Source: an optimization exercise on an open RTL-to-GDS flow (aim: small area and a short achievable clock period). Production flows keep margins and buffers that such runs may drop.
At most, simulation tests tie the RTL to the original design; equivalence was not proved.
Function not checked in runs 4 to 7: the RTL went through the layout flow alone.
Power and IR drop assume default switching activity.

--- flow/design.v ---
`timescale 1ns / 100ps
`timescale 1ns / 100ps
`timescale 1ns / 100ps
`timescale 1ns / 100ps
`timescale 1ns / 100ps
`timescale 1ns / 100ps
`timescale 1ns / 100ps
`timescale 1ns / 100ps
`timescale 1ns / 100ps
`timescale 1ns / 100ps
`timescale 1ns / 100ps
`timescale 1ns / 100ps
module M216A_TopModule(
    input           clk_i,
    input           rst_i,
    input  [4 : 0]  width_i,
    input  [4 : 0]  height_i,
    output [7 : 0]  index_x_o,
    output [7 : 0]  index_y_o,
    output [3 : 0]  strike_o
);
    reg  [1:0] ph;
    reg  [1:0] warm;           
    reg        clr;            
    reg  [9:0] k_q;            
    reg  [3:0] w_q;            
    reg  [6:0] a_q, b_q, c_q;
    reg        pb_q, pc_q;
    reg  [7:0] sum_q;
    reg  [6:0] x_q;
    reg  [6:0] y_q;
    reg        s_q;
    reg  [3:0] cnt_q;
    wire [6:0] occ [1:13];
    wire ph0  = (ph == 2'd0);
    wire live = ph0 & warm[1];
    wire nrst = ~rst_i;
    wire [3:0] hi = height_i[3:0];
    wire [9:0] k_d;
    assign k_d[0] = (hi == 4'd4);
    assign k_d[1] = (hi == 4'd5);
    assign k_d[2] = (hi == 4'd6);
    assign k_d[3] = (hi == 4'd7);
    assign k_d[4] = (hi == 4'd8);
    assign k_d[5] = (hi == 4'd9);
    assign k_d[6] = (hi == 4'd10);
    assign k_d[7] = (hi == 4'd11);
    assign k_d[8] = (hi == 4'd12);
    assign k_d[9] = ~|k_d[8:0];
    wire k4  = k_q[0];
    wire k5  = k_q[1];
    wire k6  = k_q[2];
    wire k7  = k_q[3];
    wire k8  = k_q[4];
    wire k9  = k_q[5];
    wire k10 = k_q[6];
    wire k11 = k_q[7];
    wire k12 = k_q[8];
    wire k13 = k_q[9];
    wire [12:0] sel0 = {k13, 1'b0, 1'b0, k4, k12, k5, k11, k6, k10, k7, k9, 1'b0, k8};
    wire [12:0] sel1 = {1'b0, k13, 1'b0, 1'b0, k11, k4, k10, k5, k9, k6, 1'b0, k8, k7};
    wire [12:0] sel2 = {1'b0, 1'b0, k13, 1'b0, 1'b0, 1'b0, 1'b0, 1'b0, 1'b0, 1'b0, k8, k7, 1'b0};
    wire has1 = ~k12;
    wire has2 = k7 | k8 | k13;
    wire [12:0] won = (sel0 & {13{~pb_q & ~pc_q}}) | (sel1 & {13{pb_q}}) | (sel2 & {13{pc_q}});
    wire [6:0] ys [1:13];
    assign ys[1]  = 7'd0;
    assign ys[2]  = 7'd8;
    assign ys[3]  = 7'd16;
    assign ys[4]  = 7'd25;
    assign ys[5]  = 7'd32;
    assign ys[6]  = 7'd42;
    assign ys[7]  = 7'd48;
    assign ys[8]  = 7'd59;
    assign ys[9]  = 7'd64;
    assign ys[10] = 7'd76;
    assign ys[11] = 7'd80;
    assign ys[12] = 7'd96;
    assign ys[13] = 7'd112;
    reg  [6:0] rd0, rd1, rd2, ywin;
    integer i;
    always @(*) begin
        rd0 = 7'd0;
        rd1 = 7'd0;
        rd2 = 7'd0;
        ywin = 7'd0;
        for (i = 1; i <= 13; i = i + 1) begin
            rd0 = rd0 | (occ[i] & {7{sel0[i-1]}});
            rd1 = rd1 | (occ[i] & {7{sel1[i-1]}});
            rd2 = rd2 | (occ[i] & {7{sel2[i-1]}});
            ywin = ywin | (ys[i] & {7{won[i-1]}});
        end
    end
    function lt7;
        input [6:0] a;
        input [6:0] b;
        integer k;
        reg r;
        begin
            r = 1'b0;
            for (k = 0; k < 7; k = k + 1)
                r = (~a[k] & b[k]) | ((~a[k] | b[k]) & r);
            lt7 = r;
        end
    endfunction
    wire pc_d = has2 & lt7(c_q, a_q) & lt7(c_q, b_q);
    wire pb_d = has1 & lt7(b_q, a_q) & ~pc_d;
    wire [6:0] mn = pc_q ? c_q : pb_q ? b_q : a_q;
    wire [4:0] w5 = {(w_q == 4'd0), w_q};
    wire strike = sum_q[7] & (sum_q[6:0] != 7'd0);
    wire [6:0] nocc_r = (sum_q[6:0] | {7{sum_q[7]}}) & {7{~clr}};
    wire ld_out = rst_i | live;
    wire keep   = nrst & ~strike;
    always @(posedge clk_i) begin
        a_q <= rd0;
        b_q <= rd1;
        c_q <= rd2;
        pb_q <= pb_d;
        pc_q <= pc_d;
        sum_q <= {1'b0, mn} + {3'b000, w5};
        ph <= (ph + 2'd1) & {2{nrst}};
        if (rst_i | (ph0 & ~warm[1]))
            warm <= (warm + 2'd1) & {2{nrst}};
        clr <= rst_i | ~warm[1];
        if (ld_out) begin
            x_q <= mn & {7{keep}};
            y_q <= ywin & {7{keep}};
            s_q <= strike & nrst;
        end
        if (rst_i | (live & strike))
            cnt_q <= (cnt_q + 4'd1) & {4{nrst}};
        if (ph0) begin
            k_q <= k_d;
            w_q <= width_i[3:0];
        end
    end
    genvar g;
    generate
        for (g = 1; g <= 13; g = g + 1) begin : strip
            reg [6:0] v;
            always @(posedge clk_i)
                if (clr | (live & ~strike & won[g-1]))
                    v <= nocc_r;
            assign occ[g] = v;
        end
    endgenerate
    assign index_x_o = {s_q, x_q};
    assign index_y_o = {s_q, y_q};
    assign strike_o  = cnt_q;
endmodule
--- flow/run.sh ---
#!/bin/bash
# synth_recipe.tcl (not shown) runs the flow's synth.tcl, then flattens the netlist and writes it again
# the make line also repeats each setting of config.mk as NAME=value (left out here)
make -C /OpenROAD-flow-scripts/flow DESIGN_CONFIG=/design/flow/config.mk WORK_HOME=/design/flow/orfs CLKGATE_MAP_FILE= SYNTH_SCRIPT=/design/flow/synth_recipe.tcl finish
--- flow/config.mk ---
export PLATFORM = sky130hd
export DESIGN_NAME = M216A_TopModule
export DESIGN_NICKNAME = M216A_TopModule
export VERILOG_FILES = /design/flow/design.v
export SDC_FILE = /design/flow/constraint.sdc
export NUM_CORES = 4
export LEC_CHECK = 0
export ABC_AREA = 1
export CAP_MARGIN = 20
export CORE_MARGIN = 2
export CORE_UTILIZATION = 40
export CTS_BUF_LIST = sky130_fd_sc_hd__clkbuf_4 sky130_fd_sc_hd__clkbuf_8
export CTS_CLUSTER_SIZE = 30
export SETUP_SLACK_MARGIN = 1.7
export SLEW_MARGIN = 20
export TNS_END_PERCENT = 0
--- flow/constraint.sdc ---
create_clock -name core_clock -period 3.3 [get_ports {clk_i}]
set_input_delay 0.6600 -clock core_clock [delete_from_list [all_inputs] [get_ports {clk_i}]]
set_output_delay 0.6600 -clock core_clock [all_outputs]
set_load 0.01 [all_outputs]
==> flow_metrics.py, run 1 <==
metrics = {
    "setup_path": {
        "cpPeakStageDelay_ns": 0.44,
        "path_depth": 1,
        "worst_r2r_endpoint": "sum_q[6]",
        "r2r-start": "pb_q",
        "crit_type": "flop to output pin",
        "critPathSlowestCell": "edfxtp_1",
        "crit_buf_inv": 1,
        "crit_family": "flip-flops",
        "start_kind": "flop",
        "cp_data_arrival_time_ns": 1.22,
        "critPathCapture": "strike_o[2]",
        "crit_path_end_kind": "output pin",
        "path_cells": "dlygate4sd2_1",
        "cp_max_fo": 4,
        "rr_worst_depth": 11,
        "reg2reg_slack_ns": 1.44,
        "crit_path_start": "cnt_q[2]",
        "required_ns": 2.64,
    },
    "timing": {
        "hold_violations": 0,
        "whs_ns": 0.414,
        "fin_tns_setup_ns": 0,
        "min_period_over_period": 0.569,
        "fin_crit_ns": 1.88,
        "maxSlewViolCount": 0,
        "rsz0062_at_grt": "yes",
        "fin_skew_ns": 0.0113,
        "finalSetupViolCount": 0,
        "tightest_slew_ns": 1.02,
        "max-slew-margin-rel": 0.318,
        "fmax_mhz": 533,
    },
    "cts": {
        "worstSkewPairLatency_ns": 0.47,
        "cts_tree": "built",
        "clk_pin_slew_ns": 0.08,
        "cts_sinks": 160,
        "cts_max_level": 4,
        "root_buffer": "clkbuf_8",
        "cts_max_path_buffers": 2,
        "cts_buffers": 17,
    },
    "global_route": {
        "grt_pass1_wl_mm": 25.2,
        "grt_pass1_vias": 4551,
        "antenna_found_initial": 0,
        "grt.total_usage": 0.188,
        "grt_overflow": 0,
        "grt_max_degree": 23,
    },
    "synthesis": {
        "synth_edf_count": 126,
        "synthAdderAreaFrac": 0.0158,
        "synth_compound_area_frac": 0.126,
        "synthSimpleGateAreaFrac": 0.127,
        "yosys-top-cells-count": "nand2_1 (138), edfxtp_1 (126), inv_1 (76)",
        "synth_nets": 623,
        "postSynth.asyncResetShare": 0,
        "synth_area_sq_um": 6830,
        "yosysUniqueCellTypes": 42,
        "synth_ff_type": "edfxtp_1",
        "synth_xor_area_frac": 0.00898,
        "yosys.cell_count.top_type": "nand2_1",
        "synth_top_family_by_area": "simple AND/OR/NAND/NOR gates",
        "yosysWarnings": 1,
        "syn_inst": 603,
        "synth.mux.area_fraction": 0,
        "synth_top_cell_by_area": "edfxtp_1",
        "yosysTopAreaCellShare": 0.554,
        "syn_area_per_cell_sq_um": 11.3,
        "synth_seq_cells": 160,
        "synth_area_leaders": "edfxtp_1 (55%), dfxtp_1 (10%), nand2_1 (7.6%), inv_1 (4.2%), a221oi_1 (2.4%)",
        "yosysSeqAreaShare": 0.654,
    },
    "die": {
        "die_h_microns": 135,
        "ios": 32,
        "rows": 47,
        "fp.dieW_microns": 135,
        "dieArea_sq_um": 18100,
        "initial_utilization": 0.410,
        "core_sq_um": 16600,
    },
    "detailed_routing": {
        "vias": 4685,
        "wirelength_mm": 16.3,
        "drtIter0Drc": 356,
        "viasPerCell": 5.28,
        "wl_per_cell_microns": 18.3,
        "first_pass_iters": 5,
        "detail-route-antenna-nets": 0,
        "drcViolationCount": 0,
    },
    "power": {
        "power.share.clock": 0.215,
        "irDropWorstVdd_mv": 0.411,
        "p_int_mw": 4.54,
        "p_leak_nw": 3.26,
        "switching_share": 0.351,
        "comb_power_share": 0.315,
        "p_seq_frac": 0.470,
        "power.density_nw_per_um2": 872,
        "switchingPower_mw": 2.46,
    },
    "cells_and_area": {
        "final_core_util": 0.483,
        "diodes": 0,
        "synthToLayoutAreaGrowth_pct": 17.7,
        "fin_nets": 674,
        "drive_gt1_frac": 0.157,
    },
    "min_path": {
        "hold_class": "flop to flop",
    },
    "flow_run": {
        "cap_violations": 0,
    },
    "placed_design": {
        "port_buffers": 29,
        "dp_hpwl_mm": 10.7,
        "routabilityCongestion": 0.844,
    },
    "outcome": {
        "outcome": "no timing/DRC/antenna violations",
    },
}
==> per-stage QoR <==
| stage | setup slack (ns) | power, mW | cell area, sq um | instances |
|---|---|---|---|---|
| 2_1_floorplan | 1.46 | 4.59 | 6850 | 603 |
| 6_report | 1.42 | 7.01 | 8030 | 887 |
| 3_3_place_gp | 0.929 | 5.20 | 7290 | 832 |
| 4_1_cts | 1.38 | 6.95 | 7970 | 883 |
| 3_5_place_dp | 0.901 | 5.26 | 7290 | 832 |
| 5_1_grt | 1.30 | 7.42 | 8030 | 887 |
==> metal layers <==
layer,share of wire,track usage,vias to the layer above
met3,0.065,0.0473,27
met5,0,0,-
met1,0.43,0.245,2283
met2,0.48,0.308,149
li1,-,-,2226
met4,0.018,0.0655,0
==> power by group through the flow <==
| stage | clock network [mW] | registers, mW | logic (mW) |
|---|---|---|---|
| after floorplan | 0 | 3.23 | 1.36 |
| after global placement | 0 | 3.35 | 1.85 |
| after detailed placement | 0 | 3.37 | 1.88 |
| after CTS | 1.54 | 3.29 | 2.12 |
| after global routing | 1.62 | 3.36 | 2.44 |
| final | 1.51 | 3.29 | 2.20 |
==> cell usage in the layout, fill, tap and decap left out, types with 3 or more instances in the layout <==
| cell type | Yosys | layout |
|---|---|---|
| edfxtp_1 | 126 | 126 |
| o21ai_2 | 13 | 7 |
| nand4_1 | 18 | 18 |
| clkbuf_8 | 0 | 17 |
| o211ai_1 | 6 | 6 |
| nand3_1 | 12 | 12 |
| a221oi_1 | 19 | 19 |
| a21oi_2 | 2 | 6 |
| xor2_1 | 4 | 4 |
| nor2_1 | 25 | 25 |
| dlygate4sd2_1 | 0 | 20 |
| a21oi_1 | 19 | 15 |
| nand2_2 | 1 | 3 |
| o21ai_1 | 7 | 4 |
| o21ai_0 | 13 | 11 |
| nor3_1 | 7 | 7 |
| buf_4 | 3 | 25 |
| inv_4 | 1 | 3 |
| a22o_1 | 17 | 17 |
| inv_1 | 76 | 75 |
| nand2_1 | 138 | 136 |
| inv_6 | 1 | 6 |
| bufinv_16 | 0 | 3 |
| dfxtp_1 | 34 | 32 |
| ha_1 | 7 | 4 |
| o21ai_4 | 0 | 11 |
| xnor2_1 | 3 | 3 |
| clkdlybuf4s50_1 | 0 | 9 |
| o22ai_1 | 10 | 10 |
==> worst min-delay path by stage <==
stage	from	end	cells past startpoint	slack [ns]
detailed placement	ph[0]	ph[0]	1	0.40
floorplan	ph[0]	ph[0]	1	0.39
global placement	ph[0]	ph[0]	1	0.39
global route	ph[0]	ph[0]	1	0.44
CTS	ph[0]	ph[0]	1	0.42
finish	ph[0]	ph[0]	1	0.41
==> registers in the layout, summed over array words and instances (netlist names), 2 cells and up <==
register,count
strip.v,91
k_q,10
sum_q,8
a_q,7
b_q,7
c_q,7
x_q,7
y_q,7
cnt_q,4
w_q,4
ph,2
warm,2
==> cell type report <==
cell class / count / area (sq um)
fillers: 1466 / 8610
flip-flops and latches: 160 / 4470
multi-input cells: 339 / 2060
repair buffers: 57 / 504
inverters: 79 / 312
well taps: 220 / 275
clock buffers: 17 / 234
clock inverters: 15 / 180
==> worst register-to-register path, cell delays in order, from the launching register on <==
cell and delay [ns]:
dfxtp_4 0.41, inv_8 0.04, nand2_2 0.05, o211ai_1 0.10, o21ai_2 0.09, ha_2 0.21, inv_2 0.04, fa_2 0.39
o21ai_2 0.15, nand2_1 0.08, a21oi_2 0.13, xnor2_1 0.07
==> cell families after synthesis <==
kind of cell / count (synthesis)
adder cells (fa/ha/maj): 8
AND/OR/NAND/NOR: 206
buffers and inverters: 104
AO/OA/AOI/OAI: 118
XOR/XNOR: 7
flip-flops: 160
==> repair_timing <==
item,4_1_cts,5_1_grt
gates resized for setup,40,5
endpoints found under the hold margin,0,0
hold buffers,0,0
pin swaps,10,4
endpoints found under the setup margin,214,214
setup buffers,19,4
==> run 2, diff against run 1 <==
--- a/flow/config.mk
+++ b/flow/config.mk
@@ -7,3 +7,2 @@
 export LEC_CHECK = 0
-export ABC_AREA = 1
 export CAP_MARGIN = 20
==> run 2 against run 1 <==
Net effect:
- register-to-register slack lost 0.35 ns
- clock skew is essentially flat
- area after synthesis shrank 2.1%
- first-iteration DRC count grew 75%
- non-clock buffer count shrank 18
- critical path type is now flop to flop
- largest cell class unchanged
==> flow_metrics.py, run 2 <==
metrics = {
    "outcome": {
        "outcome": "no timing/DRC/antenna violations",
    },
    "synthesis": {
        "yosysSeqAreaShare": 0.668,
        "yosysUniqueCellTypes": 54,
        "postSynth.asyncResetShare": 0,
        "synth_nets": 522,
        "synth_area_sq_um": 6690,
        "yosys-top-cells-count": "edfxtp_1 (126), nor2_1 (45), a22oi_1 (37)",
        "synth_seq_cells": 160,
        "synth_edf_count": 126,
        "synth_top_cell_by_area": "edfxtp_1",
        "syn_area_per_cell_sq_um": 13.3,
        "yosysTopAreaCellShare": 0.566,
        "synth_area_leaders": "edfxtp_1 (57%), dfxtp_1 (10%), a22oi_1 (4.2%), nor2_1 (2.5%), a221oi_1 (2.1%)",
        "yosysWarnings": 1,
        "yosys.cell_count.top_type": "edfxtp_1",
        "synth_ff_type": "edfxtp_1",
        "syn_inst": 502,
    },
    "die": {
        "initial_utilization": 0.406,
        "fp.dieW_microns": 133,
        "core_sq_um": 16500,
        "die_h_microns": 133,
        "dieArea_sq_um": 17800,
        "ios": 32,
        "rows": 47,
    },
    "detailed_routing": {
        "viasPerCell": 5.66,
        "detail-route-antenna-nets": 0,
        "wirelength_mm": 14.7,
        "first_pass_iters": 6,
        "vias": 4291,
        "wl_per_cell_microns": 19.4,
        "drcViolationCount": 0,
        "drtIter0Drc": 622,
    },
    "timing": {
        "finalSetupViolCount": 0,
        "fmax_mhz": 453,
        "fin_skew_ns": 0.0111,
        "rsz0062_at_grt": "yes",
        "fin_tns_setup_ns": 0,
        "min_period_over_period": 0.668,
        "whs_ns": 0.411,
        "tightest_slew_ns": 1.04,
        "fin_crit_ns": 2.21,
        "hold_violations": 0,
        "max-slew-margin-rel": 0.305,
        "maxSlewViolCount": 0,
    },
    "power": {
        "p_int_mw": 4.28,
        "p_seq_frac": 0.519,
        "switchingPower_mw": 2.11,
        "power.share.clock": 0.221,
        "power.density_nw_per_um2": 826,
        "comb_power_share": 0.260,
        "switching_share": 0.330,
        "irDropWorstVdd_mv": 0.439,
        "p_leak_nw": 2.83,
    },
    "setup_path": {
        "crit_type": "flop to flop",
        "r2r-start": "sum_q[3]",
        "crit_path_end_kind": "flop",
        "cpPeakStageDelay_ns": 0.54,
        "rr_worst_depth": 5,
        "start_kind": "flop",
        "required_ns": 3.43,
        "path_cells": "or4_4 -> o41ai_4 -> nand3_4 -> buf_12 -> o21bai_4",
        "critPathSlowestCell": "or4_4",
        "reg2reg_slack_ns": 1.09,
        "cp_data_arrival_time_ns": 2.33,
        "worst_r2r_endpoint": "strip[6].v[3]",
        "cp_max_fo": 10,
    },
    "placed_design": {
        "routabilityCongestion": 0.824,
        "port_buffers": 29,
        "dp_hpwl_mm": 10.1,
    },
    "cells_and_area": {
        "top_regs": "strip.v x91, k_q x10, sum_q x8",
        "synthToLayoutAreaGrowth_pct": 15.8,
        "regArea_sq_um": 4470,
        "drive_gt1_frac": 0.134,
        "multi_input_comb_area_sq_um": 2120,
        "fillers": 1474,
        "regMostFlops": "strip.v",
        "fin_nets": 545,
        "final_cell_mix": "edfxtp_1 (126), nor2_1 (44), a22oi_1 (37)",
        "final_common_cell": "edfxtp_1",
        "largest_reg_flops": 91,
        "final_core_util": 0.470,
        "diodes": 0,
    },
    "cts": {
        "cts_max_level": 4,
        "cts_max_path_buffers": 2,
        "cts_hold_buf": 0,
        "cts_buffers": 17,
        "root_buffer": "clkbuf_8",
        "cts_sinks": 160,
        "worstSkewPairLatency_ns": 0.45,
        "clk_pin_slew_ns": 0.08,
        "cts_tree": "built",
    },
    "global_route": {
        "grt.total_usage": 0.172,
        "grt_pass1_wl_mm": 23.2,
        "grt_overflow": 0,
        "grt_max_degree": 29,
        "antenna_found_initial": 0,
        "grt_pass1_vias": 4215,
    },
    "min_path": {
        "hp-start": "ph[0]",
        "hold_class": "flop to flop",
        "holdPathEnd": "ph[0]",
        "holdPathStages": 1,
    },
    "flow_run": {
        "cap_violations": 0,
    },
}
[run 2: how the worst max path moves through the flow]
stage,start,to,slack (ns),cells past startpoint
CTS,sum_q[3],strip[6].v[3],1.08,5
global placement,pb_q,sum_q[6],0.82,10
finish,sum_q[3],strip[6].v[3],1.09,5
detailed placement,pb_q,sum_q[6],0.71,10
global route,sum_q[3],strip[6].v[3],0.99,5
floorplan,sum_q[3],strip[10].v[0],1.15,4
[run 2: cell families after synthesis]
group                    after synthesis  share of synthesized area
flip-flops                           160                      0.668
AO/OA/AOI/OAI                        142                      0.168
AND/OR/NAND/NOR                      114                     0.0865
buffers and inverters                 60                     0.0361
adder cells (fa/ha/maj)               12                     0.0221
XOR/XNOR                               7                    0.00917
multiplexers                           7                     0.0105
[run 2: area by class of cell]
cell class	instances	share of cell area
Timing Repair Buffer	39	0.0493
Clock inverter	15	0.0204
Clock buffer	17	0.0302
Inverter	25	0.0121
Tap cell	220	0.0356
Multi-Input combinational cell	282	0.275
Sequential cell	160	0.578
[run 2: metrics by stage]
step	total power, mW	instances	cell area (sq um)	worst slack [ns]
after floorplan	4.33	502	6810	1.15
after global placement	4.87	721	7260	0.820
after detailed placement	4.92	721	7260	0.705
after CTS	6.37	754	7700	1.08
after global routing	6.75	758	7740	0.990
final	6.39	758	7740	1.09
[run 2: metal layers]
layer	vias up	GRT usage	part of all wire
li1	1998	-	-
met1	2114	0.235	0.45
met2	157	0.267	0.47
met3	22	0.0327	0.052
met4	0	0.0786	0.023
met5	-	0	0
[run 2: critical path, delay by kind of cell (launching register included)]
kind,cells,cell delay (ns)
and+or+nand+nor,2,0.66
AOI/OAI and AO/OA,2,0.68
DFF,1,0.32
buffers and inverters,1,0.21
[run 2: repair_timing]
item / in CTS / in global routing
pin swaps: 3 / 1
gates resized for setup: 7 / 7
buffers inserted: 1 / 3
setup endpoints to repair: 219 / 259
cloned: 0 / 0
[run 2: power groups by stage]
stage / registers [mW] / clock network (mW) / logic, mW
after floorplan: 3.13 / 0 / 1.20
after global routing: 3.38 / 1.53 / 1.84
after CTS: 3.30 / 1.44 / 1.62
after detailed placement: 3.34 / 0 / 1.57
final: 3.32 / 1.41 / 1.66
after global placement: 3.32 / 0 / 1.55
==> run 3, diff against run 2 <==
==> flow/flow/run.sh (new file) <==
#!/bin/bash
# Standard ORFS layout with three changes: sizing may change a cell's footprint,
# the port buffers are buf_2 cells, and CTS adds no dummy loads.
set -euo pipefail
bash standard.sh synth > synth.log 2>&1
bash standard.sh MATCH_CELL_FOOTPRINT=0 \
  "BUFFER_PORTS_ARGS=-buffer_cell sky130_fd_sc_hd__buf_2" \
  "CTS_ARGS=-sink_clustering_enable -repair_clock_nets -dont_use_dummy_load -sink_clustering_size 30 -buf_list {sky130_fd_sc_hd__clkbuf_4 sky130_fd_sc_hd__clkbuf_8}" \
  finish > layout.log 2>&1
==> flow/standard.sh (new file) <==
#!/bin/bash
# synth_recipe.tcl (not shown) runs the flow's synth.tcl, then flattens the netlist and writes it again
# the make line also repeats each setting of config.mk as NAME=value (left out here)
make -C /OpenROAD-flow-scripts/flow DESIGN_CONFIG=/design/flow/config.mk WORK_HOME=/design/flow/orfs CLKGATE_MAP_FILE= SYNTH_SCRIPT=/design/flow/synth_recipe.tcl "${@:-finish}"
--- a/flow/config.mk
+++ b/flow/config.mk
@@ -7,2 +7,3 @@
 export LEC_CHECK = 0
+export ABC_AREA = 1
 export CAP_MARGIN = 20
removed: flow/run.sh
==> run 3 against run 2 <==
Net effect:
- sequential power about the same
- combinational power rose by 37%
- still clean on timing, DRC and antenna
- highest routed layer unchanged
- largest cell class unchanged
- area after synthesis up 2.1%
- utilization down 0.30 points
- total power grew 3.6%
- register-to-register slack better by 0.34 ns
- largest power group unchanged
==> flow_metrics.py, run 3 <==
metrics = {
    "synthesis": {
        "yosysSeqAreaShare": 0.654,
        "yosys-top-cells-count": "nand2_1 (138), edfxtp_1 (126), inv_1 (76)",
        "synth_seq_cells": 160,
        "synth_top_cell_by_area": "edfxtp_1",
        "synthSimpleGateAreaFrac": 0.127,
        "synth_top_family_by_area": "simple AND/OR/NAND/NOR gates",
        "postSynth.asyncResetShare": 0,
        "synth_area_leaders": "edfxtp_1 (55%), dfxtp_1 (10%), nand2_1 (7.6%), inv_1 (4.2%), a221oi_1 (2.4%)",
        "syn_area_per_cell_sq_um": 11.3,
        "synth_area_sq_um": 6830,
        "synth_ff_type": "edfxtp_1",
        "yosysUniqueCellTypes": 42,
        "yosys.cell_count.top_type": "nand2_1",
        "yosysWarnings": 1,
        "synth_nets": 623,
        "synth_edf_count": 126,
        "synth.mux.area_fraction": 0,
        "yosysTopAreaCellShare": 0.554,
        "synth_xor_area_frac": 0.00898,
        "synthAdderAreaFrac": 0.0158,
        "syn_inst": 603,
        "synth_compound_area_frac": 0.126,
    },
    "setup_path": {
        "path_cells": "inv_1 -> nand3_1 -> o21ai_4 -> nand3_4 -> buf_12 -> o31ai_2 -> buf_4",
        "cp_data_arrival_time_ns": 2.01,
        "r2r-start": "sum_q[5]",
        "crit_path_end_kind": "flop",
        "crit_type": "flop to flop",
        "required_ns": 3.44,
        "reg2reg_slack_ns": 1.43,
        "rr_worst_depth": 7,
        "start_kind": "flop",
        "cpPeakStageDelay_ns": 0.30,
        "cp_max_fo": 13,
        "worst_r2r_endpoint": "strip[13].v[3]",
        "critPathSlowestCell": "dfxtp_1",
    },
    "cells_and_area": {
        "stdcell_count": 876,
        "regMostFlops": "strip.v",
        "drive_gt1_frac": 0.194,
        "fin_nets": 678,
        "diodes": 0,
        "largest_reg_flops": 91,
        "fin_area_sq_um": 7770,
        "final_cell_mix": "nand2_1 (136), edfxtp_1 (126), inv_1 (73)",
        "top_regs": "strip.v x91, k_q x10, sum_q x8",
        "synthToLayoutAreaGrowth_pct": 13.9,
        "final_common_cell": "nand2_1",
    },
    "cts": {
        "clk_pin_slew_ns": 0.07,
        "cts_max_path_buffers": 2,
        "cts_tree": "built",
        "worstSkewPairLatency_ns": 0.45,
        "root_buffer": "clkbuf_8",
        "cts_max_level": 4,
        "cts_buffers": 17,
        "cts_sinks": 160,
        "cts_hold_buf": 0,
    },
    "die": {
        "initial_utilization": 0.410,
        "core_sq_um": 16600,
        "die_h_microns": 135,
        "ios": 32,
        "dieArea_sq_um": 18100,
        "fp.dieW_microns": 135,
        "rows": 47,
    },
    "global_route": {
        "grt_max_degree": 23,
        "grt.total_usage": 0.192,
        "grt_overflow": 0,
        "grt_pass1_wl_mm": 25.8,
        "antenna_found_initial": 0,
        "grt_pass1_vias": 4721,
    },
    "min_path": {
        "holdPathStages": 1,
        "hp-start": "width_i[3]",
        "hold_class": "input port to flop",
        "holdPathEnd": "w_q[3]",
    },
    "timing": {
        "rsz0062_at_grt": "yes",
        "finalSetupViolCount": 0,
        "max-slew-margin-rel": 0.313,
        "setup_ws_ns": 1.43,
        "fin_crit_ns": 1.87,
        "hold_violations": 0,
        "tightest_slew_ns": 1.03,
        "fin_skew_ns": 0.0333,
        "fin_tns_setup_ns": 0,
        "maxSlewViolCount": 0,
        "fmax_mhz": 535,
        "min_period_over_period": 0.567,
    },
    "outcome": {
        "outcome": "no timing/DRC/antenna violations",
    },
    "power": {
        "total_power_mw": 6.62,
        "p_leak_nw": 3.16,
        "power.density_nw_per_um2": 852,
        "irDropWorstVdd_mv": 0.290,
    },
    "placed_design": {
        "placed_cells": 834,
        "routabilityCongestion": 0.867,
        "port_buffers": 29,
        "dp_slack_ns": 0.809,
        "placed_area_sq_um": 7160,
        "dp_hpwl_mm": 10.9,
    },
    "detailed_routing": {
        "vias": 4755,
        "wl_met3_mm": 1.02,
        "top_layer_used": "met4",
        "drcViolationCount": 0,
        "wl_per_cell_microns": 18.6,
        "viasPerCell": 5.43,
        "detail-route-antenna-nets": 0,
        "wirelength_mm": 16.3,
        "wl_met2_mm": 7.79,
        "drt-met1-wl_mm": 6.90,
        "first_pass_iters": 4,
        "drtIter0Drc": 374,
    },
    "flow_run": {
        "cap_violations": 0,
    },
}
==> run 3: worst max-delay path by stage <==
stage / slack, ns / depth (start not counted) / endpoint / startpoint
after floorplan: 1.46 / 11 / sum_q[6] / pc_q
after global placement: 0.91 / 11 / sum_q[6] / pb_q
after detailed placement: 0.81 / 11 / sum_q[6] / pb_q
after CTS: 1.45 / 11 / sum_q[6] / pb_q
after global routing: 1.31 / 11 / sum_q[6] / pb_q
final: 1.43 / 7 / strip[13].v[3] / sum_q[5]
==> run 3: cell type report <==
type	count	area, sq um
well taps	220	275
multi-input cells	339	2070
flip-flops and latches	160	4470
inverters	79	314
clock buffers	17	234
fillers	1488	8870
repair buffers	61	402
==> run 3: worst max-delay path: cells and delay by family (launching register included) <==
kind                   cells  cell delay [ns]
AO/OA/AOI/OAI              2             0.51
buffers and inverters      3             0.52
AND/OR/NAND/NOR            2             0.25
flip-flops                 1             0.30
==> run 3: kinds of logic after synthesis <==
group	count (synthesis)
XOR/XNOR	7
adder cells (fa/ha/maj)	8
AO/OA/AOI/OAI	118
AND/OR/NAND/NOR	206
flip-flops	160
buffers and inverters	104
==> run 3: per-stage QoR <==
step,hold slack [ns],util
finish,0.394,0.467
global route,0.353,0.467
CTS,0.363,0.466
detailed placement,0.406,0.430
global placement,0.395,0.430
floorplan,0.386,-
==> run 3: report_power, final <==
| group | switching [mW] | internal [mW] | leakage, nW |
|---|---|---|---|
| Clock | 0.592 | 0.454 | 0.122 |
| Combinational | 1.38 | 0.891 | 1.36 |
| Sequential | 0.360 | 2.94 | 1.68 |
| Total | 2.34 | 4.29 | 3.16 |
==> run 3: layer usage <==
| metal | vias to the layer above | track usage |
|---|---|---|
| met1 | 2307 | 0.249 |
| met5 | - | 0 |
| met4 | 0 | 0.0912 |
| met3 | 42 | 0.0469 |
| met2 | 187 | 0.305 |
| li1 | 2219 | - |
==> run 3: repair_timing <==
item	4_1_cts	5_1_grt
pin swaps	14	7
hold endpoints to repair	0	0
gates resized for setup	32	2
setup buffers	24	1
setup endpoints to repair	189	209
==> run 4, diff against run 3 <==
--- a/flow/design.v
+++ b/flow/design.v
@@ -29,2 +29,4 @@
     reg  [7:0] sum_q;
+    reg        strike_q;
+    reg  [3:0] id_q;
     reg  [6:0] x_q;
@@ -64,3 +66,17 @@
     wire has2 = k7 | k8 | k13;
-    wire [12:0] won = (sel0 & {13{~pb_q & ~pc_q}}) | (sel1 & {13{pb_q}}) | (sel2 & {13{pc_q}});
+    wire [3:0] id0 = ({4{k4}}  & 4'd10) | ({4{k5}}  & 4'd8) | ({4{k6}}  & 4'd6) |
+                     ({4{k7}}  & 4'd4)  | ({4{k8}}  & 4'd1) | ({4{k9}}  & 4'd3) |
+                     ({4{k10}} & 4'd5)  | ({4{k11}} & 4'd7) | ({4{k12}} & 4'd9) |
+                     ({4{k13}} & 4'd13);
+    wire [3:0] id1 = ({4{k4}}  & 4'd8)  | ({4{k5}}  & 4'd6) | ({4{k6}}  & 4'd4) |
+                     ({4{k7}}  & 4'd1)  | ({4{k8}}  & 4'd2) | ({4{k9}}  & 4'd5) |
+                     ({4{k10}} & 4'd7)  | ({4{k11}} & 4'd9) | ({4{k13}} & 4'd12);
+    wire [3:0] id2 = ({4{k7}}  & 4'd2)  | ({4{k8}}  & 4'd3) | ({4{k13}} & 4'd11);
+    wire [12:0] won;
+    genvar g;
+    generate
+        for (g = 1; g <= 13; g = g + 1) begin : dec
+            assign won[g-1] = (id_q == g);
+        end
+    endgenerate
     wire [6:0] ys [1:13];
@@ -109,3 +125,4 @@
     wire [4:0] w5 = {(w_q == 4'd0), w_q};
-    wire strike = sum_q[7] & (sum_q[6:0] != 7'd0);
+    wire [6:0] thr = 7'd1 - {2'b00, w5};           
+    wire strike = strike_q;
     wire [6:0] nocc_r = (sum_q[6:0] | {7{sum_q[7]}}) & {7{~clr}};
@@ -120,2 +137,4 @@
         sum_q <= {1'b0, mn} + {3'b000, w5};
+        strike_q <= ~lt7(mn, thr);                   
+        id_q <= pc_q ? id2 : pb_q ? id1 : id0;
         ph <= (ph + 2'd1) & {2{nrst}};
@@ -136,3 +155,2 @@
     end
-    genvar g;
     generate
==> flow/run.sh (new file) <==
#!/bin/bash
# synth_recipe.tcl (not shown) runs the flow's synth.tcl, then flattens the netlist and writes it again
# the make line also repeats each setting of config.mk as NAME=value (left out here)
make -C /OpenROAD-flow-scripts/flow DESIGN_CONFIG=/design/flow/config.mk WORK_HOME=/design/flow/orfs CLKGATE_MAP_FILE= SYNTH_SCRIPT=/design/flow/synth_recipe.tcl finish
removed: flow/flow/run.sh
removed: flow/standard.sh
==> run 4 against run 3 <==
Net effect:
- still clean
- count of clock-buffer cells in the layout increased by 1
- clock skew decreased by 0.020 ns
- worst setup slack improved by 0.0044 ns
- largest power group unchanged
==> flow_metrics.py, run 4 <==
metrics = {
    "outcome": {
        "outcome": "no timing/DRC/antenna violations",
    },
    "setup_path": {
        "r2r-start": "ph[0]",
        "reg2reg_slack_ns": 1.43,
        "cpPeakStageDelay_ns": 0.43,
        "path_cells": "inv_1 -> ha_4 -> nand3_1 -> buf_4 -> o21ai_4",
        "crit_path_start": "ph[0]",
        "worst_r2r_endpoint": "strip[10].v[6]",
        "critPathCapture": "strip[10].v[6]",
        "rr_worst_depth": 5,
        "cp_data_arrival_time_ns": 1.97,
        "crit_path_end_kind": "flop",
        "critPathSlowestCell": "o21ai_4",
        "cp_max_fo": 17,
        "start_kind": "flop",
        "crit_type": "flop to flop",
        "required_ns": 3.40,
    },
    "cts": {
        "cts_max_level": 4,
        "cts_buffers": 17,
        "clk_pin_slew_ns": 0.08,
        "cts_tree": "built",
        "worstSkewPairLatency_ns": 0.45,
        "cts_sinks": 165,
        "cts_hold_buf": 0,
        "cts_max_path_buffers": 2,
        "root_buffer": "clkbuf_8",
    },
    "cells_and_area": {
        "final_common_cell": "nand2_1",
        "regMostFlops": "strip.v",
        "final_cell_mix": "nand2_1 (183), edfxtp_1 (126), inv_1 (68)",
        "fillers": 1590,
        "regArea_sq_um": 4570,
        "diodes": 0,
        "largest_reg_flops": 91,
        "top_regs": "strip.v x91, k_q x10, sum_q x8",
        "fin_area_sq_um": 8310,
        "multi_input_comb_area_sq_um": 2340,
        "final_core_util": 0.481,
        "synthToLayoutAreaGrowth_pct": 17.2,
        "drive_gt1_frac": 0.136,
        "fin_nets": 742,
    },
    "timing": {
        "max-slew-margin-rel": 0.319,
        "fin_crit_ns": 1.87,
        "maxSlewViolCount": 0,
        "min_period_over_period": 0.565,
        "fin_skew_ns": 0.0128,
        "fmax_mhz": 536,
        "tightest_slew_ns": 1.02,
        "fin_tns_setup_ns": 0,
        "rsz0062_at_grt": "yes",
        "hold_violations": 0,
        "finalSetupViolCount": 0,
    },
    "die": {
        "rows": 48,
        "initial_utilization": 0.410,
        "ios": 32,
        "die_h_microns": 137,
        "core_sq_um": 17300,
        "dieArea_sq_um": 18800,
        "fp.dieW_microns": 137,
    },
    "synthesis": {
        "synth_xor_area_frac": 0.00865,
        "synth_area_leaders": "edfxtp_1 (53%), dfxtp_1 (11%), nand2_1 (9.8%), inv_1 (3.7%), nor2_1 (2.7%)",
        "synth_top_family_by_area": "simple AND/OR/NAND/NOR gates",
        "yosysWarnings": 1,
        "yosysUniqueCellTypes": 38,
        "synthSimpleGateAreaFrac": 0.176,
        "yosysSeqAreaShare": 0.644,
        "synth_nets": 700,
        "synth_top_cell_by_area": "edfxtp_1",
        "synth_edf_count": 126,
        "synthAdderAreaFrac": 0.0222,
        "yosysTopAreaCellShare": 0.534,
        "synth_area_sq_um": 7090,
        "postSynth.asyncResetShare": 0,
        "syn_inst": 676,
        "syn_area_per_cell_sq_um": 10.5,
        "yosys.cell_count.top_type": "nand2_1",
        "synth.mux.area_fraction": 0,
        "synth_ff_type": "edfxtp_1",
        "yosys-top-cells-count": "nand2_1 (186), edfxtp_1 (126), inv_1 (70)",
        "synth_compound_area_frac": 0.0923,
        "synth_seq_cells": 165,
    },
    "min_path": {
        "hold_class": "flop to flop",
        "holdPathStages": 1,
    },
    "global_route": {
        "grt_pass1_wl_mm": 26.2,
        "grt_util_met2": 0.294,
        "use_met1": 0.259,
        "grt_overflow": 0,
        "grt_use_met3": 0.0485,
        "grt_max_degree": 26,
        "antenna_found_initial": 0,
        "top_usage_layer": "met2",
        "grt_pass1_vias": 4806,
        "grt.total_usage": 0.189,
    },
    "power": {
        "p_int_mw": 4.71,
        "power.share.clock": 0.200,
        "comb_power_share": 0.324,
        "p_leak_nw": 3.42,
        "p_seq_frac": 0.476,
        "switchingPower_mw": 2.60,
        "irDropWorstVdd_mv": 0.330,
        "power.density_nw_per_um2": 879,
        "switching_share": 0.355,
    },
    "detailed_routing": {
        "first_pass_iters": 5,
        "viasPerCell": 5.24,
        "wirelength_mm": 16.8,
        "wl_per_cell_microns": 17.6,
        "drtIter0Drc": 583,
        "drcViolationCount": 0,
        "detail-route-antenna-nets": 0,
        "vias": 5001,
    },
    "flow_run": {
        "cap_violations": 0,
    },
    "placed_design": {
        "dp_hpwl_mm": 11.3,
        "routabilityCongestion": 0.897,
        "placed_area_sq_um": 7690,
        "port_buffers": 29,
    },
}
==> run 4: timing repair <==
item	4_1_cts	5_1_grt
setup endpoints to repair	167	213
buffers inserted	13	3
gates resized for setup	39	9
pin swaps	6	9
==> run 4: through the flow <==
| step | cells | setup slack, ns | total power [mW] | hold slack, ns |
|---|---|---|---|---|
| 5_1_grt | 955 | 1.35 | 7.78 | 0.449 |
| 6_report | 955 | 1.43 | 7.31 | 0.427 |
| 3_5_place_dp | 908 | 0.901 | 5.61 | 0.406 |
| 3_3_place_gp | 908 | 0.984 | 5.55 | 0.399 |
| 4_1_cts | 952 | 1.39 | 7.24 | 0.423 |
| 2_1_floorplan | 676 | 1.49 | 4.88 | 0.393 |
==> run 4: power groups by stage <==
stage	Sequential (mW)	Clock [mW]	Combinational [mW]
6_report	3.48	1.46	2.37
5_1_grt	3.56	1.58	2.65
4_1_cts	3.47	1.50	2.27
3_5_place_dp	3.52	0	2.09
3_3_place_gp	3.50	0	2.05
2_1_floorplan	3.35	0	1.53
==> run 4: per-layer routing <==
metal / vias to the layer above / share of wire
met3: 21 / 0.068
met2: 159 / 0.48
met1: 2414 / 0.44
li1: 2407 / -
met4: 0 / 0.014
met5: - / 0
==> run 4: cell type report <==
cell class | count | share of cell area
clock inverters | 13 | 0.0188
repair buffers | 49 | 0.0515
well taps | 225 | 0.0339
multi-input cells | 412 | 0.282
inverters | 73 | 0.0345
clock buffers | 18 | 0.0291
flip-flops and latches | 165 | 0.550
==> run 4: cells by family (layout without fill, tap and decap cells) <==
logic type,count (synthesis),in the layout
buffers and inverters,99,153
adders and majority gates,12,12
xor gates and xnor gates,7,7
and+or+nand+nor,297,297
AOI/OAI and AO/OA,96,96
DFF,165,165
==> run 4: worst min path at each step <==
stage          startpoint     to  slack (ns)
2_1_floorplan       ph[0]  ph[0]        0.39
3_3_place_gp        ph[0]  ph[0]        0.40
3_5_place_dp        ph[0]  ph[0]        0.41
4_1_cts             ph[0]  ph[0]        0.42
5_1_grt             ph[0]  ph[0]        0.45
6_report            ph[0]  ph[0]        0.43
==> run 4: worst max-delay path: cells and delay by family, from the launching register on <==
family | cells | cell delay, ns
AND/OR/NAND/NOR | 1 | 0.11
adder cells (fa/ha/maj) | 1 | 0.30
AO/OA/AOI/OAI | 1 | 0.43
buffers and inverters | 2 | 0.34
flip-flops | 1 | 0.32
==> run 5, diff against run 4 <==
--- a/flow/design.v
+++ b/flow/design.v
@@ -28,3 +28,3 @@
     reg        pb_q, pc_q;
-    reg  [7:0] sum_q;
+    reg  [6:0] mn_q;
     reg        strike_q;
@@ -127,3 +127,4 @@
     wire strike = strike_q;
-    wire [6:0] nocc_r = (sum_q[6:0] | {7{sum_q[7]}}) & {7{~clr}};
+    wire [7:0] sum = {1'b0, mn_q} + {3'b000, w5};
+    wire [6:0] nocc_r = (sum[6:0] | {7{sum[7]}}) & {7{~clr}};
     wire ld_out = rst_i | live;
@@ -136,3 +137,3 @@
         pc_q <= pc_d;
-        sum_q <= {1'b0, mn} + {3'b000, w5};
+        mn_q <= mn;
         strike_q <= ~lt7(mn, thr);                   
@@ -144,3 +145,3 @@
         if (ld_out) begin
-            x_q <= mn & {7{keep}};
+            x_q <= mn_q & {7{keep}};
             y_q <= ywin & {7{keep}};
==> run 5 against run 4 <==
Net effect:
- fmax decreased by 7.7%
- still clean on timing, DRC and antenna
- clock power down 4%
- largest cell class unchanged
- clock skew grew 0.0028 ns
- routed wire length is 4.5% higher
- final cell count is 0.31% lower
- critical endpoint is now strip[5].v[5]
- sequential power rose by 4%
==> flow_metrics.py, run 5 <==
metrics = {
    "outcome": {
        "outcome": "no timing/DRC/antenna violations",
    },
    "synthesis": {
        "synth_area_sq_um": 7050,
        "synth_nets": 695,
        "synth_top_cell_by_area": "edfxtp_1",
        "synth_area_leaders": "edfxtp_1 (54%), dfxtp_1 (11%), nand2_1 (9.8%), inv_1 (4.3%), a221oi_1 (2.6%)",
        "synthSimpleGateAreaFrac": 0.158,
        "yosysWarnings": 1,
        "synth_top_family_by_area": "simple AND/OR/NAND/NOR gates",
        "postSynth.asyncResetShare": 0,
        "synth.mux.area_fraction": 0,
        "yosysSeqAreaShare": 0.645,
        "syn_area_per_cell_sq_um": 10.5,
        "synth_xor_area_frac": 0.00745,
        "yosys-top-cells-count": "nand2_1 (184), edfxtp_1 (126), inv_1 (80)",
        "yosysTopAreaCellShare": 0.537,
        "synth_seq_cells": 164,
        "yosysUniqueCellTypes": 33,
        "synth_compound_area_frac": 0.110,
        "yosys.cell_count.top_type": "nand2_1",
        "syn_inst": 674,
        "synthAdderAreaFrac": 0.0170,
        "synth_ff_type": "edfxtp_1",
        "synth_edf_count": 126,
    },
    "global_route": {
        "grt.total_usage": 0.196,
        "antenna_found_initial": 0,
        "grt_pass1_wl_mm": 26.6,
        "grt_overflow": 0,
        "grt_max_degree": 25,
        "grt_pass1_vias": 4876,
    },
    "flow_run": {
        "cap_violations": 0,
    },
    "die": {
        "core_sq_um": 17200,
        "fp.dieW_microns": 137,
        "initial_utilization": 0.409,
        "rows": 48,
        "die_h_microns": 137,
        "dieArea_sq_um": 18700,
        "ios": 32,
    },
    "detailed_routing": {
        "drcViolationCount": 0,
        "vias": 5098,
        "first_pass_iters": 5,
        "drtIter0Drc": 431,
        "viasPerCell": 5.36,
        "detail-route-antenna-nets": 0,
        "wl_per_cell_microns": 18.4,
        "wirelength_mm": 17.5,
    },
    "timing": {
        "maxSlewViolCount": 0,
        "min_period_over_period": 0.612,
        "setup_ws_ns": 1.28,
        "fin_skew_ns": 0.0156,
        "tightest_slew_ns": 1.04,
        "rsz0062_at_grt": "yes",
        "max-slew-margin-rel": 0.305,
        "whs_ns": 0.412,
        "hold_violations": 0,
        "fin_crit_ns": 2.02,
        "finalSetupViolCount": 0,
        "fin_tns_setup_ns": 0,
        "fmax_mhz": 495,
    },
    "cts": {
        "cts_sinks": 164,
        "clk_pin_slew_ns": 0.09,
        "cts_buffers": 17,
        "cts_max_level": 4,
        "worstSkewPairLatency_ns": 0.47,
        "cts_max_path_buffers": 2,
        "cts_tree": "built",
        "cts_hold_buf": 0,
        "root_buffer": "clkbuf_8",
    },
    "power": {
        "p_int_mw": 4.52,
        "switching_share": 0.375,
        "switchingPower_mw": 2.72,
        "irDropWorstVdd_mv": 0.322,
        "power.share.clock": 0.194,
        "total_power_mw": 7.24,
        "p_leak_nw": 3.46,
        "power.density_nw_per_um2": 867,
        "p_seq_frac": 0.499,
        "comb_power_share": 0.307,
    },
    "cells_and_area": {
        "final_common_cell": "nand2_1",
        "fin_nets": 735,
        "largest_reg_flops": 91,
        "final_cell_mix": "nand2_1 (181), edfxtp_1 (126), inv_1 (74)",
        "regMostFlops": "strip.v",
        "diodes": 0,
        "top_regs": "strip.v x91, k_q x10",
        "drive_gt1_frac": 0.139,
        "synthToLayoutAreaGrowth_pct": 18.4,
        "fillers": 1522,
    },
    "setup_path": {
        "start_kind": "flop",
        "crit_path_end_kind": "flop",
        "required_ns": 3.53,
        "cp_max_fo": 13,
        "cp_data_arrival_time_ns": 2.25,
        "crit_type": "flop to flop",
    },
    "placed_design": {
        "routabilityCongestion": 0.843,
        "port_buffers": 29,
        "dp_slack_ns": 0.846,
        "dp_hpwl_mm": 11.4,
    },
    "min_path": {
        "hold_class": "flop to flop",
    },
}
==> run 5: critical path: stages (launching register included) <==
cell      delay, ns
edfxtp_1       0.49
ha_4           0.34
nand3_1        0.07
nand2_1        0.13
a21o_1         0.15
a21oi_2        0.06
nor3_1         0.32
nor2_4         0.06
buf_12         0.15
==> run 5: worst paths after layout <==
kind / startpoint / to / slack, ns / cells past startpoint
worst min register to register: ph[0] / ph[0] / 0.41 / 1
worst max-delay path: w_q[2] / strip[5].v[5] / 1.28 / 8
worst min-delay path: ph[0] / ph[0] / 0.41 / 1
worst max register to register: w_q[2] / strip[5].v[5] / 1.28 / 8
==> run 5: power by group through the flow <==
| stage | clock, mW | combinational [mW] | sequential, mW |
|---|---|---|---|
| finish | 1.40 | 2.22 | 3.61 |
| global route | 1.50 | 2.46 | 3.69 |
| CTS | 1.43 | 2.14 | 3.59 |
| detailed placement | 0 | 2.03 | 3.64 |
| global placement | 0 | 1.98 | 3.61 |
| floorplan | 0 | 1.51 | 3.42 |
==> run 5: final cells by class <==
class / instances / area (sq um) / share of cell area
clock buffer: 20 / 269 / 0.0322
tap: 225 / 282 / 0.0337
timing repair buffer: 48 / 445 / 0.0534
inverter: 81 / 317 / 0.0379
clock inverter: 12 / 113 / 0.0135
multi-input combinational: 402 / 2370 / 0.284
sequential: 164 / 4550 / 0.545
==> run 5: cells by family after synthesis <==
logic type / Yosys count
AOI/OAI and AO/OA: 115
DFF: 164
buffers and inverters: 108
xor gates and xnor gates: 6
adders and majority gates: 9
and+or+nand+nor: 272
==> run 5: metal layers <==
layer,vias up,global-route usage,wire length [microns],part of all wire
met5,-,0,0,0
met4,0,0.0735,401,0.023
met3,30,0.0563,1360,0.078
met2,192,0.309,8340,0.48
met1,2465,0.255,7430,0.42
li1,2411,-,-,-
==> run 5: timing repair <==
item,4_1_cts,5_1_grt
setup endpoints to repair,248,257
gates resized for setup,43,10
buffers inserted,12,4
pin swaps,9,9
==> run 5: metrics by stage <==
stage | cell area, sq um | cells | util
4_1_cts | 8250 | 948 | 0.479
3_5_place_dp | 7700 | 904 | 0.447
6_report | 8340 | 952 | 0.484
3_3_place_gp | 7700 | 904 | 0.447
5_1_grt | 8340 | 952 | 0.484
2_1_floorplan | 7250 | 674 | -
==> run 6, diff against run 5 <==
--- a/flow/design.v
+++ b/flow/design.v
@@ -30,2 +30,4 @@
     reg        strike_q;
+    reg        live_q;         
+    reg        we_q;           
     reg  [3:0] id_q;
@@ -37,3 +39,4 @@
     wire ph0  = (ph == 2'd0);
-    wire live = ph0 & warm[1];
+    wire live = live_q;
+    wire live_d = nrst & (ph == 2'd3) & warm[1];
     wire nrst = ~rst_i;
@@ -126,2 +129,3 @@
     wire [6:0] thr = 7'd1 - {2'b00, w5};           
+    wire strike_d = ~lt7(mn, thr);                   
     wire strike = strike_q;
@@ -138,3 +142,5 @@
         mn_q <= mn;
-        strike_q <= ~lt7(mn, thr);                   
+        strike_q <= strike_d;
+        live_q <= live_d;
+        we_q <= live_d & ~strike_d;
         id_q <= pc_q ? id2 : pb_q ? id1 : id0;
@@ -160,3 +166,3 @@
             always @(posedge clk_i)
-                if (clr | (live & ~strike & won[g-1]))
+                if (clr | (we_q & won[g-1]))
                     v <= nocc_r;
==> run 6 against run 5 <==
Net effect:
- fmax is 1.1% higher
- worst setup slack gained 0.021 ns
- hold slack improved by 0.035 ns
- via count grew 0.57%
- routed wire length fell by 0.66%
- area after synthesis increased by 1.4%
- first-iteration DRC count increased by 15%
- critical path depth decreased by 1
- die area up 1.3%
- clock power up 6%
- register-to-register slack better by 0.02 ns
==> flow_metrics.py, run 6 <==
metrics = {
    "setup_path": {
        "crit_buf_inv": 2,
        "crit_family": "flip-flops",
        "path_cells": "buf_4 -> ha_4 -> a21oi_1 -> o21ai_2 -> xnor2_1 -> a21oi_4 -> buf_12",
        "required_ns": 3.50,
        "cpPeakStageDelay_ns": 0.45,
        "crit_path_end_kind": "flop",
        "cp_max_fo": 13,
        "critPathSlowestCell": "edfxtp_1",
        "start_kind": "flop",
        "reg2reg_slack_ns": 1.30,
        "crit_type": "flop to flop",
        "cp_data_arrival_time_ns": 2.20,
    },
    "global_route": {
        "grt_use_met3": 0.0324,
        "grt_pass1_wl_mm": 26.7,
        "grt_overflow": 0,
        "top_usage_layer": "met2",
        "antenna_found_initial": 0,
        "grt_pass1_vias": 5036,
        "grt_max_degree": 26,
        "grt.total_usage": 0.193,
        "grt_util_met2": 0.322,
        "use_met1": 0.246,
    },
    "power": {
        "irDropWorstVdd_mv": 0.306,
        "p_leak_nw": 3.45,
        "power.density_nw_per_um2": 865,
        "total_power_mw": 7.14,
    },
    "timing": {
        "min_period_over_period": 0.606,
        "tightest_slew_ns": 1.13,
        "max-slew-margin-rel": 0.250,
        "maxSlewViolCount": 0,
        "rsz0062_at_grt": "yes",
        "whs_ns": 0.447,
        "finalSetupViolCount": 0,
        "fmax_mhz": 500,
        "setup_ws_ns": 1.30,
        "fin_crit_ns": 2.00,
        "hold_violations": 0,
        "fin_skew_ns": 0.0124,
        "fin_tns_setup_ns": 0,
    },
    "cells_and_area": {
        "regMostFlops": "strip.v",
        "stdcell_count": 951,
        "synthToLayoutAreaGrowth_pct": 15.4,
        "drive_gt1_frac": 0.117,
        "diodes": 0,
        "final_common_cell": "nand2_1",
        "fin_nets": 735,
        "final_cell_mix": "nand2_1 (171), edfxtp_1 (126), inv_1 (68)",
        "fillers": 1548,
        "largest_reg_flops": 91,
        "top_regs": "strip.v x91, k_q x10",
    },
    "detailed_routing": {
        "first_pass_iters": 5,
        "vias": 5127,
        "wirelength_mm": 17.4,
        "detail-route-antenna-nets": 0,
        "viasPerCell": 5.39,
        "drtIter0Drc": 495,
        "drcViolationCount": 0,
        "wl_per_cell_microns": 18.3,
    },
    "die": {
        "ios": 32,
        "initial_utilization": 0.412,
        "rows": 48,
        "core_sq_um": 17400,
        "dieArea_sq_um": 19000,
        "fp.dieW_microns": 138,
        "die_h_microns": 138,
    },
    "cts": {
        "clk_pin_slew_ns": 0.09,
        "worstSkewPairLatency_ns": 0.46,
        "cts_max_path_buffers": 2,
        "cts_buffers": 17,
        "cts_hold_buf": 0,
        "cts_sinks": 166,
        "cts_max_level": 4,
        "root_buffer": "clkbuf_8",
        "cts_tree": "built",
    },
    "synthesis": {
        "yosysUniqueCellTypes": 43,
        "yosysTopAreaCellShare": 0.529,
        "yosysSeqAreaShare": 0.641,
        "synth_nets": 699,
        "yosys.cell_count.top_type": "nand2_1",
        "syn_inst": 677,
        "synth_top_cell_by_area": "edfxtp_1",
        "synth_edf_count": 126,
        "synth_seq_cells": 166,
        "postSynth.asyncResetShare": 0,
        "synth_area_leaders": "edfxtp_1 (53%), dfxtp_1 (11%), nand2_1 (9.1%), inv_1 (3.9%), a221oi_1 (2.6%)",
        "synth_ff_type": "edfxtp_1",
        "yosysWarnings": 1,
        "syn_area_per_cell_sq_um": 10.6,
        "synth_area_sq_um": 7150,
        "yosys-top-cells-count": "nand2_1 (173), edfxtp_1 (126), inv_1 (75)",
    },
    "placed_design": {
        "routabilityCongestion": 0.879,
        "placed_cells": 907,
        "port_buffers": 29,
        "dp_hpwl_mm": 11.5,
        "dp_slack_ns": 0.948,
    },
    "min_path": {
        "hold_class": "flop to flop",
    },
    "outcome": {
        "outcome": "no timing/DRC/antenna violations",
    },
    "flow_run": {
        "cap_violations": 0,
    },
}
## run 6: cell types whose count changed in the layout (fill, tap and decap cells not counted), moves of 4 or more
cell / previous run / this run
inv_1: 74 / 68
inv_6: 7 / 3
nand2_1: 181 / 171
nand3_1: 20 / 27
nor2_1: 34 / 39
o21ai_0: 13 / 21
o21ai_4: 12 / 0
## run 6: logic make-up after synthesis
family | count (synthesis) | synth area share
DFF | 166 | 0.641
xor gates and xnor gates | 6 | 0.00735
and+or+nand+nor | 275 | 0.161
adders and majority gates | 10 | 0.0186
AOI/OAI and AO/OA | 113 | 0.109
buffers and inverters | 107 | 0.0628
## run 6: routing by layer
metal / vias up / part of all wire
li1: 2417 / -
met2: 201 / 0.49
met3: 31 / 0.063
met1: 2478 / 0.42
met4: 0 / 0.028
met5: - / 0
## run 6: layout make-up
cell class	instances	area (sq um)	share of cell area
tap	225	282	0.0341
clock buffer	19	249	0.0302
inverter	78	303	0.0367
timing repair buffer	46	443	0.0537
multi-input combinational	404	2230	0.271
sequential	166	4580	0.556
clock inverter	13	155	0.0188
## run 6: per-stage QoR
stage	area, sq um	util
after floorplan	7210	-
after global placement	7670	0.442
after detailed placement	7670	0.442
after CTS	8140	0.469
after global routing	8250	0.475
final	8250	0.475
## run 6: path summary, 6_finish.rpt
| check | depth (start not counted) | end | from |
|---|---|---|---|
| setup / recovery | 7 | strip[10].v[4] | w_q[3] |
| hold reg to reg | 1 | ph[0] | ph[0] |
| hold / removal | 1 | ph[0] | ph[0] |
| setup reg to reg | 7 | strip[10].v[4] | w_q[3] |
## run 6: report_power, final
part	leakage [nW]	internal, mW	switching, mW
registers	1.72	3.06	0.532
clock network	0.208	0.762	0.729
logic	1.52	0.797	1.25
## run 6: repair_timing
action	4_1_cts	5_1_grt
setup buffers	6	6
resized for setup	31	7
setup endpoints to repair	188	199
cloned	0	0
pin swaps	3	4
==> run 7, diff against run 6 <==
--- a/flow/design.v
+++ b/flow/design.v
@@ -24,10 +24,11 @@
     reg        clr;            
+    reg        live_q;         
     reg  [9:0] k_q;            
-    reg  [3:0] w_q;            
+    reg  [4:0] w_q;
     reg  [6:0] a_q, b_q, c_q;
-    reg        pb_q, pc_q;
-    reg  [6:0] mn_q;
+    reg        pb_q;
+    reg  [6:0] m01_q;
+    reg        pc_q;
+    reg  [7:0] sum_q;
     reg        strike_q;
-    reg        live_q;         
-    reg        we_q;           
     reg  [3:0] id_q;
@@ -38,6 +39,5 @@
     wire [6:0] occ [1:13];
-    wire ph0  = (ph == 2'd0);
-    wire live = live_q;
+    wire nrst   = ~rst_i;
+    wire ph0    = (ph == 2'd0);
     wire live_d = nrst & (ph == 2'd3) & warm[1];
-    wire nrst = ~rst_i;
     wire [3:0] hi = height_i[3:0];
@@ -77,24 +77,14 @@
     wire [3:0] id2 = ({4{k7}}  & 4'd2)  | ({4{k8}}  & 4'd3) | ({4{k13}} & 4'd11);
-    wire [12:0] won;
-    genvar g;
-    generate
-        for (g = 1; g <= 13; g = g + 1) begin : dec
-            assign won[g-1] = (id_q == g);
+    function [6:0] ystart;
+        input [3:0] id;
+        begin
+            ystart = ({7{id == 4'd2}}  & 7'd8)  | ({7{id == 4'd3}}  & 7'd16) |
+                     ({7{id == 4'd4}}  & 7'd25) | ({7{id == 4'd5}}  & 7'd32) |
+                     ({7{id == 4'd6}}  & 7'd42) | ({7{id == 4'd7}}  & 7'd48) |
+                     ({7{id == 4'd8}}  & 7'd59) | ({7{id == 4'd9}}  & 7'd64) |
+                     ({7{id == 4'd10}} & 7'd76) | ({7{id == 4'd11}} & 7'd80) |
+                     ({7{id == 4'd12}} & 7'd96) | ({7{id == 4'd13}} & 7'd112);
         end
-    endgenerate
-    wire [6:0] ys [1:13];
-    assign ys[1]  = 7'd0;
-    assign ys[2]  = 7'd8;
-    assign ys[3]  = 7'd16;
-    assign ys[4]  = 7'd25;
-    assign ys[5]  = 7'd32;
-    assign ys[6]  = 7'd42;
-    assign ys[7]  = 7'd48;
-    assign ys[8]  = 7'd59;
-    assign ys[9]  = 7'd64;
-    assign ys[10] = 7'd76;
-    assign ys[11] = 7'd80;
-    assign ys[12] = 7'd96;
-    assign ys[13] = 7'd112;
-    reg  [6:0] rd0, rd1, rd2, ywin;
+    endfunction
+    reg  [6:0] rd0, rd1, rd2;
     integer i;
@@ -104,3 +94,2 @@
         rd2 = 7'd0;
-        ywin = 7'd0;
         for (i = 1; i <= 13; i = i + 1) begin
@@ -109,3 +98,2 @@
             rd2 = rd2 | (occ[i] & {7{sel2[i-1]}});
-            ywin = ywin | (ys[i] & {7{won[i-1]}});
         end
@@ -124,12 +112,19 @@
     endfunction
-    wire pc_d = has2 & lt7(c_q, a_q) & lt7(c_q, b_q);
-    wire pb_d = has1 & lt7(b_q, a_q) & ~pc_d;
-    wire [6:0] mn = pc_q ? c_q : pb_q ? b_q : a_q;
-    wire [4:0] w5 = {(w_q == 4'd0), w_q};
-    wire [6:0] thr = 7'd1 - {2'b00, w5};           
-    wire strike_d = ~lt7(mn, thr);                   
+    function [8:0] addw;
+        input [6:0] a;
+        input [4:0] w;
+        reg [7:0] s;
+        begin
+            s = {1'b0, a} + {3'b000, w};
+            addw = {s[7] & (s[6:0] != 7'd0), s};
+        end
+    endfunction
+    wire pb_d = has1 & lt7(b_q, a_q);
+    wire pc_d = has2 & lt7(c_q, m01_q);
+    wire [8:0] sc = addw(c_q, w_q);
+    wire [8:0] sm = addw(m01_q, w_q);
     wire strike = strike_q;
-    wire [7:0] sum = {1'b0, mn_q} + {3'b000, w5};
-    wire [6:0] nocc_r = (sum[6:0] | {7{sum[7]}}) & {7{~clr}};
-    wire ld_out = rst_i | live;
+    wire [6:0] nocc_r = (sum_q[6:0] | {7{sum_q[7]}}) & {7{~clr}};
+    wire [6:0] mn = pc_q ? c_q : m01_q;
+    wire ld_out = rst_i | live_q;
     wire keep   = nrst & ~strike;
@@ -140,8 +135,8 @@
         pb_q <= pb_d;
+        m01_q <= pb_d ? b_q : a_q;
         pc_q <= pc_d;
-        mn_q <= mn;
-        strike_q <= strike_d;
+        sum_q <= pc_d ? sc[7:0] : sm[7:0];
+        strike_q <= pc_d ? sc[8] : sm[8];
+        id_q <= pc_d ? id2 : pb_q ? id1 : id0;
         live_q <= live_d;
-        we_q <= live_d & ~strike_d;
-        id_q <= pc_q ? id2 : pb_q ? id1 : id0;
         ph <= (ph + 2'd1) & {2{nrst}};
@@ -151,7 +146,7 @@
         if (ld_out) begin
-            x_q <= mn_q & {7{keep}};
-            y_q <= ywin & {7{keep}};
+            x_q <= mn & {7{keep}};
+            y_q <= ystart(id_q) & {7{keep}};
             s_q <= strike & nrst;
         end
-        if (rst_i | (live & strike))
+        if (rst_i | (live_q & strike))
             cnt_q <= (cnt_q + 4'd1) & {4{nrst}};
@@ -159,5 +154,6 @@
             k_q <= k_d;
-            w_q <= width_i[3:0];
+            w_q <= width_i;
         end
     end
+    genvar g;
     generate
@@ -166,3 +162,3 @@
             always @(posedge clk_i)
-                if (clr | (we_q & won[g-1]))
+                if (clr | (live_q & ~strike & (id_q == g)))
                     v <= nocc_r;
==> run 7 against run 6 <==
Net effect:
- final cell count increased by 6.2%
- highest routed layer unchanged
- flip-flop and latch count increased by 8
- hold slack improved by 0.0036 ns
- global-route usage decreased by 0.70 points
- worst setup slack improved by 0.18 ns
- total power increased by 0.71%
- utilization decreased by 1.6 points
==> flow_metrics.py, run 7 <==
metrics = {
    "outcome": {
        "outcome": "no timing/DRC/antenna violations",
    },
    "cells_and_area": {
        "top_regs": "strip.v x91, k_q x10, sum_q x8",
        "regMostFlops": "strip.v",
        "regArea_sq_um": 4760,
        "diodes": 0,
        "multi_input_comb_area_sq_um": 2360,
        "final_common_cell": "nand2_1",
        "largest_reg_flops": 91,
        "fillers": 1684,
    },
    "synthesis": {
        "synth_seq_cells": 174,
        "synth_nets": 748,
        "syn_area_per_cell_sq_um": 10.4,
        "postSynth.asyncResetShare": 0,
        "synth_top_cell_by_area": "edfxtp_1",
        "yosysUniqueCellTypes": 31,
        "synth_edf_count": 127,
        "yosysWarnings": 1,
        "synth_area_sq_um": 7480,
        "synth_area_leaders": "edfxtp_1 (51%), dfxtp_1 (13%), nand2_1 (9.7%), inv_1 (3.9%), a221oi_1 (2.6%)",
        "yosysSeqAreaShare": 0.636,
        "yosysTopAreaCellShare": 0.510,
        "yosys-top-cells-count": "nand2_1 (194), edfxtp_1 (127), inv_1 (77)",
    },
    "detailed_routing": {
        "wirelength_mm": 17.8,
        "drcViolationCount": 0,
        "drtIter0Drc": 438,
        "vias": 5413,
        "first_pass_iters": 6,
        "wl_per_cell_microns": 17.6,
        "detail-route-antenna-nets": 0,
    },
    "min_path": {
        "hold_class": "flop to flop",
    },
    "placed_design": {
        "routabilityCongestion": 0.852,
        "dp_hpwl_mm": 12.3,
        "dp_slack_ns": 0.991,
    },
    "power": {
        "power.density_nw_per_um2": 845,
        "total_power_mw": 7.19,
        "p_leak_nw": 3.60,
    },
    "setup_path": {
        "cp_data_arrival_time_ns": 2.23,
        "worst_r2r_endpoint": "strike_q",
        "crit_buf_inv": 0,
        "path_common_cell": "nand2_1",
        "critPathSlowestCell": "edfxtp_1",
        "rr_worst_depth": 8,
        "crit_family": "simple AND/OR/NAND/NOR gates",
        "crit_type": "flop to flop",
        "path_cells": "ha_1 -> a21oi_2 -> nand2_1 -> nand2_1 -> nand2_1 -> nand4_1 -> nand4_1 -> nand2_2",
        "reg2reg_slack_ns": 1.48,
        "critPathCapture": "strike_q",
    },
    "cts": {
        "clk_pin_slew_ns": 0.09,
        "cts_max_path_buffers": 2,
        "cts_buffers": 17,
        "cts_max_level": 4,
        "cts_tree": "built",
    },
    "global_route": {
        "antenna_found_initial": 0,
        "grt_overflow": 0,
        "grt_max_degree": 25,
        "grt_pass1_vias": 5323,
        "grt_pass1_wl_mm": 28.1,
        "grt.total_usage": 0.186,
    },
    "flow_run": {
        "cap_violations": 0,
    },
    "timing": {
        "hold_violations": 0,
        "min_period_over_period": 0.552,
        "fin_crit_ns": 1.82,
        "setup_ws_ns": 1.48,
        "maxSlewViolCount": 0,
        "max-slew-margin-rel": 0.384,
        "fin_tns_setup_ns": 0,
    },
    "die": {
        "initial_utilization": 0.404,
        "dieArea_sq_um": 19800,
        "rows": 50,
        "die_h_microns": 141,
        "core_sq_um": 18500,
    },
}
==> run 7: what timing repair did <==
item	CTS	global route
resized for setup	73	4
pin swaps	7	5
buffers inserted	8	1
setup endpoints to repair	93	240
==> run 7: final cells by class <==
type                    count  area share
clock buffers              19      0.0293
clock inverters            13      0.0160
inverters                  77      0.0340
multi-input cells         442       0.278
flip-flops and latches    174       0.559
well taps                 234      0.0344
repair buffers             51      0.0500
==> run 7: cells by family after synthesis <==
logic type                 Yosys count  synth area share
DFF                                174             0.636
buffers and inverters              105            0.0574
AOI/OAI and AO/OA                  102            0.0922
adders and majority gates           15            0.0271
and+or+nand+nor                    319             0.181
xor gates and xnor gates             6           0.00703
==> run 7: worst min path at each step <==
stage / start / endpoint / slack (ns) / cells after the start
5_1_grt: ph[0] / ph[0] / 0.48 / 1
4_1_cts: strip[11].v[6] / c_q[6] / 0.46 / 2
3_5_place_dp: strip[11].v[1] / c_q[1] / 0.44 / 2
3_3_place_gp: ph[0] / ph[0] / 0.43 / 1
6_report: strip[11].v[6] / c_q[6] / 0.45 / 2
2_1_floorplan: b_q[0] / m01_q[0] / 0.41 / 2
==> run 7: power by group <==
| group | leakage [nW] | total, mW | switching (mW) | internal (mW) |
|---|---|---|---|---|
| clock network | 0.199 | 1.47 | 0.775 | 0.694 |
| logic | 1.61 | 2.13 | 1.32 | 0.806 |
| registers | 1.79 | 3.59 | 0.471 | 3.12 |
==> run 7: per-stage QoR <==
stage	std cells	hold WS (ns)	cell area, sq um	utilization
5_1_grt	1010	0.479	8510	0.460
3_3_place_gp	969	0.429	8030	0.433
4_1_cts	1009	0.455	8490	0.459
2_1_floorplan	721	0.414	7480	-
6_report	1010	0.451	8510	0.460
3_5_place_dp	969	0.439	8030	0.433
==> run 7: worst min-delay path, stage by stage (launching register included) <==
cell and delay [ns]:
edfxtp_1 0.33, nand2_1 0.05, nand3_1 0.05
==> run 7: layer usage <==
| layer | vias up | share of wire | GRT usage |
|---|---|---|---|
| li1 | 2579 | - | - |
| met1 | 2599 | 0.45 | 0.248 |
| met2 | 214 | 0.48 | 0.303 |
| met3 | 21 | 0.056 | 0.0340 |
| met4 | 0 | 0.017 | 0.0747 |
| met5 | - | 0 | 0 |

Re-timed with assumed drivers on the ports (clkbuf_16 on the clock, buf_2 on other inputs), run 7 has 1.478 ns of setup slack against 1.478 ns with ideal ports, and 1.102 ns once port delays also move by the mid clock arrival of 0.499 ns.
